From an optimization exercise on the open Yosys and OpenROAD flow, aimed at small area; shortcuts taken in it are not production practice. The RTL was checked by simulation tests, not by an equivalence proof against the original design.

==> flow/design.v, too long to show whole: its modules and the start of the top module <==
// module dds_mul2: 1016 lines
// module dds_angle_0: 13 lines
// module dds_angle_1: 18 lines
// module dds_angle_2: 18 lines
// module dds_angle_3: 18 lines
// module dds_angle_4: 18 lines
// module dds_angle_5: 15 lines
// module dds_xy_table: 61 lines
// module dds_addsub: 17 lines
// module dds_sine: 91 lines
// module dds_tone: 37 lines
// module dds_fa: 10 lines
// module dds_ha: 9 lines
// module dds_rca: 18 lines
// module dds_phase_add: 30 lines
// module tx_dds: 74 lines
module tx_dds (
  input           clk,
  input           dac_dds_format,
  input           dac_data_sync,
  input           dac_valid,
  input   [15:0]  tone_1_scale,
  input   [15:0]  tone_2_scale,
  input   [15:0]  tone_1_init_offset,
  input   [15:0]  tone_2_init_offset,
  input   [15:0]  tone_1_freq_word,
  input   [15:0]  tone_2_freq_word,
  output  [11:0]  dac_dds_data
);
  // ...
==> flow/flow/run.sh <==
#!/bin/bash
# Layout with the standard flow (standard.sh), unchanged synthesis, with
# two placement/CTS options set through ORFS's own variables:
#  - port buffers use the smallest buffer (buf_1) instead of clkdlybuf4s50_1;
#  - clock tree with clkbuf_8 and larger sink clusters, without dummy loads.
set -euo pipefail
cd "$(dirname "$0")/.."
bash standard.sh synth > synth.log 2>&1
export BUFFER_PORTS_ARGS="-buffer_cell sky130_fd_sc_hd__buf_1"
export CTS_ARGS="-sink_clustering_enable -repair_clock_nets -dont_use_dummy_load -buf_list sky130_fd_sc_hd__clkbuf_8 -sink_clustering_size 20 -sink_clustering_max_diameter 50"
bash standard.sh > layout.log 2>&1
==> flow/standard.sh <==
#!/bin/bash
# synth_recipe.tcl (not shown) runs the flow's synth.tcl, then flattens the netlist and writes it again
# the make line also repeats each setting of config.mk as NAME=value (left out here)
make -C /OpenROAD-flow-scripts/flow DESIGN_CONFIG=/design/flow/config.mk WORK_HOME=/design/flow/orfs CLKGATE_MAP_FILE= SYNTH_SCRIPT=/design/flow/synth_recipe.tcl "${@:-finish}"
==> flow/config.mk <==
export PLATFORM = sky130hd
export DESIGN_NAME = tx_dds
export DESIGN_NICKNAME = tx_dds
export VERILOG_FILES = /design/flow/design.v
export SDC_FILE = /design/flow/constraint.sdc
export NUM_CORES = 4
export LEC_CHECK = 0
export ABC_AREA = 1
export CAP_MARGIN = 5
export CORE_MARGIN = 2
export CORE_UTILIZATION = 60
export SLEW_MARGIN = 5
==> flow/constraint.sdc <==
create_clock -name core_clock -period 7.0 [get_ports {clk}]
set_input_delay 1.4000 -clock core_clock [delete_from_list [all_inputs] [get_ports {clk}]]
set_output_delay 1.4000 -clock core_clock [all_outputs]
set_load 0.01 [all_outputs]
==> results by group, run 1 <==
Status
  – Status: no timing/DRC/antenna violations

Logic synthesis
  – Area leader, netlist: dfxtp_1
  – Post-synth ARST share: 0
  – Synth Flop Type: dfxtp_1
  – Syn_area_per_cell: 10.4 µm²
  – Post-synth EDFFs: 0
  – Top-area cell type share of the netlist area: 0.367
  – Area share of fa/ha/maj cells after synthesis: 0.310

Cells and area
  – Antenna diode count: 1
  – Seq area share: 0.346
  – Final nets: 4979
  – Non-filler cells in the finished layout: 5118
  – Multi-input logic portion of the cell area: 0.521
  – Inverters: 736
  – Non-clk buf share: 0.0217

Place
  – Pre-CTS setup slack: -165 ps

Critical path
  – Worst EP arrival: 7360 ps
  – CP Launch Type: register
  – R2R Setup Slk: 270 ps
  – Reg-to-Reg End: phase_1[15]
  – CP Capture Type: register

Min path
  – Hold Crit Class: register to register
  – Hold Path End: i_tone_0.i_sine.m5_d

Global route
  – Initial antenna violation count: 1
  – GRT met3 Usage: 0.0312

Route
  – Post-route ant nets: 0
  – Residual DRC: 0
  – Routed wl met2: 38.9 mm

Clock network
  – PostCTS Resize Cnt: 6
  – CTS Root Cell: clkbuf_8
  – Clk slew on worst S/H paths: 100 ps

Die
  – Die H: 270 µm
==> run 2, diff against run 1 <==
--- a/flow/flow/run.sh
+++ b/flow/flow/run.sh
@@ -9,3 +9,3 @@
 export BUFFER_PORTS_ARGS="-buffer_cell sky130_fd_sc_hd__buf_1"
-export CTS_ARGS="-sink_clustering_enable -repair_clock_nets -dont_use_dummy_load -buf_list sky130_fd_sc_hd__clkbuf_8 -sink_clustering_size 20 -sink_clustering_max_diameter 50"
+export CTS_ARGS="-sink_clustering_enable -repair_clock_nets -dont_use_dummy_load -buf_list sky130_fd_sc_hd__clkbuf_8 -sink_clustering_size 22 -sink_clustering_max_diameter 50"
 bash standard.sh > layout.log 2>&1
==> run 2 against run 1 <==
Against the previous run:
- still clean on timing, DRC and antenna
- worst setup slack gained 29 ps
- critical path depth stayed put
- synthesized area did not move
- largest cell class unchanged
==> results by group, run 2 <==
Status
  – Status: no timing/DRC/antenna violations

Route
  – Drt first pass iters: 5
  – Routed via count: 25900
  – Post-route ant nets: 0 (unchanged)
  – Initial drt markers: 1716
  – Drt total wl: 78.9 mm
  – Residual DRC: 0 (unchanged)
  – WL per Instance: 15.4 µm
  – Via density: 5.07

Critical path
  – CP Launch Type: register
  – FF-to-FF Start: incr_1[0]
  – CP required: 7630 ps
  – Top delay family on crit path: adder cells
  – Worst EP arrival: 7330 ps (-30 ps)
  – Largest stage delay, worst path: 460 ps
  – CP Max Fanout: 2
  – CP bufs+invs: 2
  – CP Class: register to register
  – Worst R2R Path Depth: 22
  – Reg-to-Reg End: phase_1[15]
  – CP Capture Type: register
  – R2R Setup Slk: 300 ps (+30 ps)
  – CP cell instances: ha_1 -> inv_1 -> fa_1 -> inv_1 -> fa_1 -> fa_2 -> fa_2 -> fa_2 -> fa_2 -> fa_2 -> fa_2 -> fa_1 -> fa_1 -> fa_1 -> nor2_1 -> a21oi_1 -> fa_1 -> fa_1 -> xnor2_1 -> xor2_1 -> nand2_1 -> a31oi_1
  – Most frequent CP cell: fa_1
  – Crit path depth: 22
  – Crit-path slowest cell: fa_1

Die
  – Starting density of the core: 0.606
  – Std-Cell Rows: 97
  – Die Footprint: 0.0730 mm²
  – I/O Pins: 112
  – Core Box Area: 0.0701 mm²
  – DIE WIDTH: 270 µm
  – Die H: 270 µm (unchanged)

Global route
  – Final global-route overflow total: 0
  – Global-route wire length before repair: 134 mm
  – Vias in the first global route: 26900
  – Gr usage total: 0.226
  – Initial antenna violation count: 1 (unchanged)
  – Largest net degree at the start of global routing: 45

Logic synthesis
  – Area leader, netlist: dfxtp_1
  – Top post-synthesis cells by area: dfxtp_1, fa_1, xor2_1
  – Synth warnings: 3
  – Register area share after synthesis: 0.367
  – Syn_area_per_cell: 10.4 µm² (unchanged)
  – Post-synth ARST share: 0 (unchanged)
  – FF+latch count, synth: 780
  – Synth unique cells: 57
  – Count leader, synth: dfxtp_1
  – Top-area cell type share of the netlist area: 0.367 (unchanged)
  – Synth Flop Type: dfxtp_1
  – Mapped Nets: 4883
  – Post-synth EDFFs: 0 (unchanged)
  – Synthesized area: 0.0425 mm²
  – Post-synth top cells: dfxtp_1, inv_1, fa_1, nand2_1, xor2_1
  – Cell count after synthesis: 4083

Clock network
  – Clk slew on worst S/H paths: 100 ps (about the same)
  – CTS Root Cell: clkbuf_8
  – Sink Count: 780
  – Htree depth: 3
  – CTS buffer count: 77
  – Worst-Skew Late Latency: 740 ps
  – Hold buffer count at cts: 0
  – CTS tree: done
  – CTS Buffer Depth: 3

Cells and area
  – Share of cells above drive strength 1: 0.0558
  – Fill count: 5834
  – Final nets: 4979 (unchanged)
  – Synthesis-to-layout area growth: 5.97%
  – Multi-input gate area: 0.0235 mm²
  – Max FFs per register: 72
  – Largest reg by FF count: dly
  – Commonest non-fill, non-tap cell in the layout: dfxtp_1
  – Storage element area: 0.0156 mm²
  – Most frequent cells in the layout: dfxtp_1, inv_1, fa_1
  – Core Util, Final: 0.643

STA
  – Max frequency: 149 MHz
  – Tmin final: 6700 ps
  – Tightest Pin Transition: 1110 ps
  – Tcrit/Tclk final: 0.957
  – Pins Over Slew Limit: 0
  – Final Hold Fails: 0
  – Max transition margin: 0.257
  – Sum of negative setup slack: 0 ps
  – Worst Skew: 124 ps
  – Final setup fails: 0
  – PnR worst setup slack: 298 ps

Place
  – GP Congestion: 0.914
  – Buffers added on ports: 111
  – Final HPWL DP: 61.6 mm
  – Pre-CTS setup slack: -165 ps (unchanged)

Min path
  – Hold_sp: i_tone_0.i_sine.m4_d[0]
  – Hold Crit Class: register to register
  – Hold Path End: i_tone_0.i_sine.m5_d
  – Hold Path Stages: 0

Run
  – Max_cap viols: 0
==> run 2: cell counts after synthesis <==
No cell type changed its count.
==> run 2: worst max path at each step <==
stage / slack, ps / end / startpoint
final: 300 / phase_1[15] / incr_1[0]
after detailed placement: -160 / phase_0[15] / phase_0[0]
after floorplan: 90 / i_tone_0.a1[8] / i_tone_0.a0[10]
after global placement: -50 / phase_0[15] / incr_0[0]
after global routing: -10 / phase_0[15] / phase_0[0]
after CTS: 30 / phase_0[15] / phase_0[0]
==> run 2: area by class of cell <==
cell class / count / area share
inverters: 736 / 0.0616
repair buffers: 186 / 0.0217
flip-flops and latches: 780 / 0.346
well taps: 940 / 0.0261
multi-input cells: 2398 / 0.521
diodes: 2 / 0.000111
clock buffers: 77 / 0.0235
==> run 2: cell families (layout without fill, tap and decap cells) <==
kind of cell               after synthesis  after routing  synth area share
buffers and inverters                  905            999            0.0829
DFF                                    780            780             0.367
and+or+nand+nor                        701            701            0.0675
adders and majority gates              700            700             0.310
AOI/OAI and AO/OA                      522            522            0.0742
xor gates and xnor gates               475            475            0.0985
other                                    0              2                 0
==> run 2: worst register-to-register path: cells and delay by family, from the launching register on <==
kind	cells	cell delay, ps
fa+ha+maj	14	5480
xor+xnor	2	340
flops	1	310
compound gates	2	190
simple gates	2	160
buf+inv	2	130
==> run 2: repair_timing <==
action                     CTS  global route
setup endpoints to repair    2             4
gates cloned                 0             0
setup buffers                0             0
pin swaps                    1             2
gates resized for setup      6            11
==> run 2: per-layer routing <==
layer,track usage,part of all wire,vias up
li1,-,-,12600
met1,0.296,0.43,12500
met2,0.390,0.49,688
met3,0.0315,0.051,162
met4,0.0712,0.029,0
met5,0,0,-
==> run 2: through the flow <==
step,instance area [µm²],hold slack [ps],cells
floorplan,42500,310,4083
global placement,44000,310,5040
detailed placement,44000,312,5040
CTS,45000,272,5117
global route,45100,263,5119
finish,45100,274,5119

==> afterwards: timing with drivers on the ports <==
How much do the figures lean on ideal ports? The routed layouts below were timed once more, with nothing changed but the port constraints.
Step 1 sets driving cells, clkbuf_16 on the clock port and buf_2 on the other inputs (assumed; they add their load-dependent delay and slew).
Step 2 moves the port delays by t, midway between the first and last clock arrival at a register: inputs arrive t later, outputs are due t later. That takes back most of the time a late clock gives input paths.
a / b / c = no drivers / after step 1 / after step 2; a / b = the first two.
run	shift t [ns]	setup WS [ns]	worst setup path at the end	latest minus earliest clock arrival (ns)
run 1	0.710	0.269 / 0.269 / 0.269	register to register	0.150 / 0.150
run 2	0.721	0.298 / 0.298 / 0.298	register to register	0.168 / 0.167
After both steps every run listed still meets setup and hold.
